Source: an optimization exercise on an open RTL-to-GDS flow (aim: small area and a short achievable clock period). Production flows keep margins and buffers that such runs may drop. The RTL was checked by simulation tests, not by an equivalence proof against the original design. Power figures rest on the tool's default switching activity, not on a simulated workload.

## flow/design.v (module list and top-level ports; edited modules follow where they fit)
// module divider: 3170 lines
module divider
        (
                input wire signed [31:0] data1,
                input wire signed [31:0] data2,
                input wire clock,
                input wire reset_n,
                output reg signed [31:0] q,
                output reg signed [31:0] r
        );
  // ...
==> flow/run.sh <==
#!/bin/bash
# synth_recipe.tcl (not shown) runs the flow's synth.tcl, then flattens the netlist and writes it again
# the make line also repeats each setting of config.mk as NAME=value (left out here)
make -C /OpenROAD-flow-scripts/flow DESIGN_CONFIG=/design/flow/config.mk WORK_HOME=/design/flow/orfs CLKGATE_MAP_FILE= SYNTH_SCRIPT=/design/flow/synth_recipe.tcl finish
==> flow/config.mk <==
export PLATFORM = sky130hd
export DESIGN_NAME = divider
export DESIGN_NICKNAME = divider
export VERILOG_FILES = /design/flow/design.v
export SDC_FILE = /design/flow/constraint.sdc
export NUM_CORES = 4
export LEC_CHECK = 0
export ABC_AREA = 1
export CAP_MARGIN = 20
export CORE_MARGIN = 2
export CORE_UTILIZATION = 40
export SLEW_MARGIN = 20
==> flow/constraint.sdc <==
create_clock -name core_clock -period 150.0 [get_ports {clock}]
set_input_delay 30.0000 -clock core_clock [delete_from_list [all_inputs] [get_ports {clock}]]
set_output_delay 30.0000 -clock core_clock [all_outputs]
set_load 0.01 [all_outputs]
==> qor.csv, run 1 <==
metric,value,unit
outcome,finished clean,
CP required,150360,ps
CP dominant cell by count,nand2_2,
ys async rst share,0,%
WS Path Type,primary input to register,
"CTS clk-pin slew, worst paths",90,ps
Hold Path Depth,3,
"Buffers, non-clock",202,
Synth top cells by count,"nand2_1 (2313), nand3_1 (799), inv_1 (772)",
post-synth top area share,22.6,%
Port Buffers,129,
Final #Nets,6965,
Area-dominant class,multi-input gates,
htree depth,3,
type of origin of the critical path,primary input,
Max-Cap Viols,0,
"Max stage delay cell, worst path",nor2_2,
pre-CTS setup slack,68490,ps
CP bufs+invs,38,
P_leak,20.5,nW
leading power group,combinational cells,
clock buf count,10,
Max stage delay on crit path,740,ps
Detail Route Antenna Nets,0,
Initial Utilization,40.4,%
critical path peak fanout,66,
Switch Pwr,258,uW
==> run 2, diff against run 1 <==
==> flow/flow/run.sh (new file) <==
#!/bin/bash
set -euo pipefail
MARGIN=$(cat flow/setup_margin)
bash standard.sh SETUP_SLACK_MARGIN=$MARGIN SKIP_GATE_CLONING=1 finish > flow_make.log 2>&1
==> flow/flow/setup_margin (new file) <==
76
==> flow/standard.sh (new file) <==
#!/bin/bash
# synth_recipe.tcl (not shown) runs the flow's synth.tcl, then flattens the netlist and writes it again
# the make line also repeats each setting of config.mk as NAME=value (left out here)
make -C /OpenROAD-flow-scripts/flow DESIGN_CONFIG=/design/flow/config.mk WORK_HOME=/design/flow/orfs CLKGATE_MAP_FILE= SYNTH_SCRIPT=/design/flow/synth_recipe.tcl "${@:-finish}"
removed: flow/run.sh
==> run 2 against run 1 <==
  * Via count up 1.5%
  * Clock power about the same
  * Count of clock-buffer cells in the layout unchanged
  * Total power up 5.1%
  * Sequential cell count unchanged
  * Final area up 5.3%
  * Final cell count up 1.2%
  * Synthesized cell count unchanged
  * First-iteration DRC count up 8.0%
  * Critical path depth up 30
  * Non-clock buffer count up 95
  * Worst hold slack worse by 9.1 ps
  * Largest power group unchanged
  * Highest routed layer unchanged
==> qor.csv, run 2 <==
metric,value,unit,change
worst vdd ir,0.00801,mV,was 0.00949 mV
"Slew Viols, Final",0,,unchanged
Ys Warns,1,,unchanged
Die Wd,314,um,unchanged
outcome,finished clean,,unchanged
fmax,13.5,MHz,was 12.2 MHz
number of buffers created by CTS,9,,unchanged
drt drc,0,,unchanged
multi-input logic area,0.0318,mm^2,was 0.0307 mm^2
Tot Pwr,432,uW,was 411 uW
most frequent cells in the layout,"nand2_1 (2297), nand3_1 (789), inv_1 (766)",,"was nand2_1 (2313), nand3_1 (799), inv_1 (768)"
CP dominant cell by count,nand2_2,,unchanged
CP startpoint,data2[1],,was data2[31]
Detail Route Antenna Nets,0,,unchanged
routed vias,44200,,was 43600
Die Ht,314,um,unchanged
final setup TNS,0,ps,unchanged
Via density,5.35,,was 5.33
Synth top cells by count,"nand2_1 (2313), nand3_1 (799), inv_1 (772)",,unchanged
WS Path Type,primary input to register,,unchanged
ys async rst share,0,%,unchanged
DRT Pass-1 Iters,9,,was 7
final WL,145000,um,was 141000 um
pin count of the biggest net entering global routing,60,,was 67
setup ws final,75740,ps,was 68330 ps
crit path to,r[31],,was q[21]
CP endpoint kind,register,,unchanged
biggest regs,"q (32), r (32)",,unchanged
Final #Nets,7060,,was 6965
Detailed Route Iter0 Violations,4371,,was 4048
Max-Cap Viols,0,,unchanged
synthesized instance count,6948,,unchanged
Max stage delay on crit path,460,ps,was 740 ps
number of fill cells,10400,,was 10600
area growth from synthesis to layout,7.84,%,was 2.37%
# IOs,130,,unchanged
Root Buffer,clkbuf_16,,unchanged
full die area,0.0984,mm^2,unchanged
"Hold Violations, Final",0,,unchanged
first-pass GRT wire length,221000,um,was 216000 um
"Seq/Total Area, Yosys",3.34,%,unchanged
"Arr. time, crit path",74560,ps,was 82020 ps
cts hold-fix bufs,0,,unchanged
clk buf depth,2,,unchanged
Port Buffers,129,,unchanged
post-synth top area share,22.6,%,unchanged
critical path peak fanout,23,,was 66
Initial Utilization,40.4,%,unchanged
"most common cell after layout, fill and taps aside",nand2_1,,unchanged
"CTS clk-pin slew, worst paths",100,ps,was 90 ps
"count leader, synth",nand2_1,,unchanged
register area,0.00128,mm^2,unchanged
Hold WC Path Type,primary input to register,,unchanged
leading area contributor after synthesis,nand2_1,,unchanged
Avg Inst Size Synth,5.52,um^2,unchanged
post-synthesis cell type count,100,,unchanged
Post-synth EDFFs,0,,unchanged
row count,113,,unchanged
P_leak,21.3,nW,was 20.5 nW
routability cong.,0.988,,unchanged
fraction of layout cells with a size suffix above 1,17.8,%,was 14.8%
antenna violations before repair,3,,unchanged
Clock Sinks,64,,unchanged
wire per inst,17.5,um,was 17.2 um
post-synth net total,7015,,unchanged
count of state elements after synthesis,64,,unchanged
GRT Overall Usage,28.2,%,was 27.5%
htree depth,3,,unchanged
Cell Pwr Density,10.4,mW/mm^2,was 10.5 mW/mm^2
vias in the first global route,38900,,was 38200
fin crit period,74260,ps,was 81670 ps
DP HPWL,112000,um,unchanged
post-synthesis cell area,0.0384,mm^2,unchanged
RSZ-0062 raised after global routing,yes,,was no
CP required,150300,ps,was 150360 ps
post-layout util,43.6,%,was 41.4%
pre-CTS setup slack,68490,ps,unchanged
Max-slew headroom,25.1,%,was 29.9%
Slew @ Worst Pin,1120,ps,was 1050 ps
remaining global-route overflow,0,,unchanged
ranking of synthesized cells by area,"nand2_1 (23%), nand3_1 (10%), xor2_1 (9.4%)",,unchanged
final hold slack,30120,ps,was 30130 ps
CTS tree,yes,,unchanged
post-route clock period utilization,49.5,%,was 54.4%
# setup viols final,0,,unchanged
"Max stage delay cell, worst path",clkdlybuf4s50_1,,was nor2_2
Core ar.,0.0950,mm^2,unchanged
type of origin of the critical path,primary input,,unchanged
dominant synthesized flop cell,dfxtp_1,,unchanged
==> run 2: cell counts after synthesis <==
Identical to the previous run, type by type.
==> run 2: what timing repair did <==
action | 4_1_cts | 5_1_grt
resized for setup | 137 | 96
setup buffers | 73 | 22
endpoints found under the setup margin | 64 | 64
pin swaps | 24 | 28
==> run 2: final cells by class <==
type,instances,share of cell area [%]
diodes,1,0.00605
clock buffers,10,0.577
clock inverters,6,0.221
inverters,901,8.66
multi-input cells,5720,76.8
flip-flops and latches,64,3.10
well taps,1265,3.82
repair buffers,297,6.77
==> run 2: power by group <==
| part | internal (mW) | switching (mW) | total [mW] | leakage, nW |
|---|---|---|---|---|
| combinational | 0.126 | 0.253 | 0.379 | 20.6 |
| sequential | 0.0229 | 0.00201 | 0.0250 | 0.532 |
| clock | 0.0152 | 0.0129 | 0.0280 | 0.163 |
==> run 2: how the worst min path moves through the flow <==
stage	startpoint	end	slack [ps]	depth (start not counted)
after floorplan	reset_n	q[0]	30180	2
after global placement	reset_n	q[20]	30540	3
after detailed placement	reset_n	q[23]	30540	3
after CTS	reset_n	q[20]	30090	3
after global routing	reset_n	q[23]	30130	3
final	reset_n	q[21]	30120	3
==> run 2: cells by family after synthesis <==
| group | share of synthesized area [%] |
|---|---|
| AO/OA/AOI/OAI | 9.96 |
| XOR/XNOR | 11.3 |
| adder cells (fa/ha/maj) | 0.0326 |
| buffers and inverters | 17.0 |
| flip-flops | 3.34 |
| AND/OR/NAND/NOR | 58.4 |
==> run 2: worst max-delay path: cells and delay by family <==
family	cells	cell delay, ps
buffers and inverters	49	6180
and+or+nand+nor	301	32900
AOI/OAI and AO/OA	16	2640
xor gates and xnor gates	13	2630
==> run 2: metal layers <==
metal,wire [um],global-route usage [%],part of all wire [%]
met1,63500,37.8,44
met2,64600,46.4,45
met3,10500,2.88,7.2
met4,6280,10.6,4.3
met5,0,0,0
==> run 2: metrics by stage <==
step	area, um^2	std cells
2_1_floorplan	38400	6948
5_1_grt	41400	8264
3_3_place_gp	38900	8151
4_1_cts	40700	8240
3_5_place_dp	38900	8151
6_report	41400	8264
==> run 3, diff against run 2 <==
==> flow/flow/run.sh (replaced) <==
#!/bin/bash
# The standard layout (standard.sh, standard synthesis included), except
# that repair_timing after CTS and after global routing aims for a setup
# slack of flow/setup_margin ns instead of 0, using gate up-sizing only (no
# buffering, pin swaps or cloning), so the netlist keeps the synthesized
# structure. The design's SDC and clock period are used unchanged.
set -euo pipefail
MARGIN=$(cat flow/setup_margin)
bash standard.sh SETUP_SLACK_MARGIN=$MARGIN SETUP_MOVE_SEQUENCE=sizeup \
  SKIP_GATE_CLONING=1 SKIP_PIN_SWAP=1 finish > flow_make.log 2>&1
==> flow/flow/setup_margin (replaced) <==
74
==> run 3 against run 2 <==
  * First-iteration DRC count shrank 8.8%
  * Sequential share of layout area shrank 0.18 points
  * Core utilization grew 2.7 points
  * Synthesized cell count is the same
  * Worst setup slack lost 610 ps
  * Via count grew 0.36%
  * Die area is the same
==> qor.csv, run 3 <==
metric,value,unit,change
ys async rst share,0,%,unchanged
net switching fraction of the power,62.9,%,was 62.1%
row count,113,,unchanged
Slew @ Worst Pin,1100,ps,was 1120 ps
final WL,146000,um,was 145000 um
WS Path Type,primary input to register,,unchanged
routability cong.,0.988,,unchanged
Ys Warns,1,,unchanged
Die Wd,314,um,unchanged
Ant. Diodes,0,,was 1
post-synth net total,7015,,unchanged
dominant synthesized flop cell,dfxtp_1,,unchanged
Max stage delay on crit path,820,ps,was 460 ps
"Max stage delay cell, worst path",a21oi_4,,was clkdlybuf4s50_1
"Slew Viols, Final",0,,unchanged
Hold WC Path Type,primary input to register,,unchanged
synthesized instance count,6948,,unchanged
Root Buffer,clkbuf_16,,unchanged
"count leader, synth",nand2_1,,unchanged
Switch Pwr,283,uW,was 268 uW
GRT Overall Usage,27.6,%,was 28.2%
"Arr. time, crit path",75230,ps,was 74560 ps
"most common cell after layout, fill and taps aside",nand2_1,,unchanged
Detailed Route Iter0 Violations,3985,,was 4371
number of buffers created by CTS,9,,unchanged
Die Ht,314,um,unchanged
CP required,150360,ps,was 150300 ps
routed vias,44400,,was 44200
postcts setup bufs,0,,was 73
Pint,166,uW,was 164 uW
setup ws final,75130,ps,was 75740 ps
Detail Route Antenna Nets,0,,unchanged
final setup TNS,0,ps,unchanged
first-pass GRT wire length,217000,um,was 221000 um
fin crit period,74870,ps,was 74260 ps
CTS tree,yes,,unchanged
Post-synth EDFFs,0,,unchanged
count of state elements after synthesis,64,,unchanged
post-layout util,46.3,%,was 43.6%
fmax,13.4,MHz,was 13.5 MHz
Clk network pwr share,6.2,%,was 6.5%
P_leak,21.8,nW,was 21.3 nW
vias in the first global route,38400,,was 38900
DRT Pass-1 Iters,6,,was 9
CP endpoint kind,register,,unchanged
Initial Utilization,40.4,%,unchanged
proportion of power drawn by combinational gates,88.2,%,was 87.7%
cts hold-fix bufs,0,,unchanged
Max-slew headroom,26.1,%,was 25.1%
biggest regs,"q (32), r (32)",,unchanged
Seq pwr share,5.6,%,was 5.8%
RSZ-0062 raised after global routing,yes,,unchanged
post-synthesis cell area,0.0384,mm^2,unchanged
pre-CTS setup slack,68490,ps,unchanged
full die area,0.0984,mm^2,unchanged
# IOs,130,,unchanged
"Cell Area, Placed",0.0389,mm^2,unchanged
fraction of layout cells with a size suffix above 1,23.3,%,was 17.8%
critical path peak fanout,66,,was 23
CP dominant cell by count,nand2_4,,was nand2_2
post-synth top area share,22.6,%,unchanged
Clock Sinks,64,,unchanged
Port Buffers,129,,unchanged
leading area contributor after synthesis,nand2_1,,unchanged
clk buf depth,2,,unchanged
cell area after layout,0.0440,mm^2,was 0.0414 mm^2
"CTS clk-pin slew, worst paths",100,ps,about the same
wire per inst,17.8,um,was 17.5 um
post-synthesis cell type count,100,,unchanged
Max-Cap Viols,0,,unchanged
Via density,5.43,,was 5.35
Final #Nets,6965,,was 7060
antenna violations before repair,3,,unchanged
Core ar.,0.0950,mm^2,unchanged
Cell Pwr Density,10.2,mW/mm^2,was 10.4 mW/mm^2
drt drc,0,,unchanged
number of fill cells,10100,,was 10400
htree depth,3,,unchanged
cts repair resizes,119,,was 137
Synth top cells by count,"nand2_1 (2313), nand3_1 (799), inv_1 (772)",,unchanged
worst vdd ir,0.0102,mV,was 0.00801 mV
"Seq/Total Area, Yosys",3.34,%,unchanged
# setup viols final,0,,unchanged
remaining global-route overflow,0,,unchanged
type of origin of the critical path,primary input,,unchanged
"Hold Violations, Final",0,,unchanged
pin count of the biggest net entering global routing,67,,was 60
Avg Inst Size Synth,5.52,um^2,unchanged
DP HPWL,112000,um,unchanged
outcome,finished clean,,unchanged
post-route clock period utilization,49.9,%,was 49.5%
area growth from synthesis to layout,14.5,%,was 7.84%
ranking of synthesized cells by area,"nand2_1 (23%), nand3_1 (10%), xor2_1 (9.4%)",,unchanged
most frequent cells in the layout,"nand2_1 (2106), inv_1 (729), nand3_1 (683)",,"was nand2_1 (2297), nand3_1 (789), inv_1 (766)"
run 3: critical path, delay by kind of cell:
| family | cells | cell delay, ps |
|---|---|---|
| AND/OR/NAND/NOR | 260 | 29620 |
| buffers and inverters | 36 | 4280 |
| AO/OA/AOI/OAI | 26 | 6780 |
| XOR/XNOR | 17 | 4120 |
run 3: path summary, 6_finish.rpt:
check	depth (start not counted)	start	end	slack (ps)
setup / recovery	339	data2[18]	q[21]	75130
hold / removal	5	data1[0]	r[0]	30100
run 3: final cells by class:
cell class                 count  area (um^2)  share of cell area (%)
inverter                     901         3760                    8.55
sequential                    64         1280                    2.92
clock inverter                 6         91.3                   0.208
clock buffer                  10          239                   0.544
multi-input combinational   5720        35000                    79.7
tap                         1265         1580                    3.60
timing repair buffer         202         1950                    4.45
run 3: metal layers:
metal  GRT usage (%)  share of wire [%]  up-vias
li1                -                  -    22000
met1            37.1                 43    20200
met2            45.1                 45     1864
met3            3.03                7.6      337
met4            10.7                4.8        0
met5               0                  0        -
run 3: per-stage QoR:
step | cells | hold slack [ps] | total power [mW]
floorplan | 6948 | 30180 | 0.309
detailed placement | 8151 | 30540 | 0.378
global placement | 8151 | 30540 | 0.375
CTS | 8167 | 30090 | 0.412
finish | 8168 | 30100 | 0.449
global route | 8168 | 30130 | 0.493
run 3: cells by family after synthesis:
kind of cell | count (synthesis) | synth area share [%]
compound gates | 596 | 9.96
xor+xnor | 478 | 11.3
fa+ha+maj | 1 | 0.0326
buf+inv | 1164 | 17.0
flops | 64 | 3.34
simple gates | 4645 | 58.4
run 3: power groups by stage:
stage | combinational, mW | clock, mW | sequential [mW]
floorplan | 0.281 | 0 | 0.0278
global placement | 0.350 | 0 | 0.0255
detailed placement | 0.353 | 0 | 0.0255
CTS | 0.358 | 0.0282 | 0.0252
global route | 0.438 | 0.0288 | 0.0255
finish | 0.396 | 0.0279 | 0.0250

==> what the ideal ports hide <==
No port has a modelled driver above. Below, the same layouts with a new extraction and two added sets of constraints.
Step 1 assumes that a clkbuf_16 drives the clock port and a buf_2 every other input.
Step 2 times the ports against the registers' clock, not the clock port: input delays grow and output delays shrink by t, the midpoint of the rising clock arrivals with the driver on.
a / b / c = no drivers / after step 1 / after step 2; a / b = the first two.
| run | t (ns) | slack for setup (ns) | worst slew at a driven data input, ns |
|---|---|---|---|
| run 1 | 0.466 | 68.333 / 68.371 / 67.905 | 0.06 |
| run 2 | 0.469 | 75.737 / 75.781 / 75.312 | 0.06 |
| run 3 | 0.467 | 75.127 / 75.153 / 74.687 | 0.07 |
After both steps setup and hold are still met in every run listed. The setup slack of run 3, which loses most, moves by +0.026 ns with the drivers and by -0.440 ns with both steps.
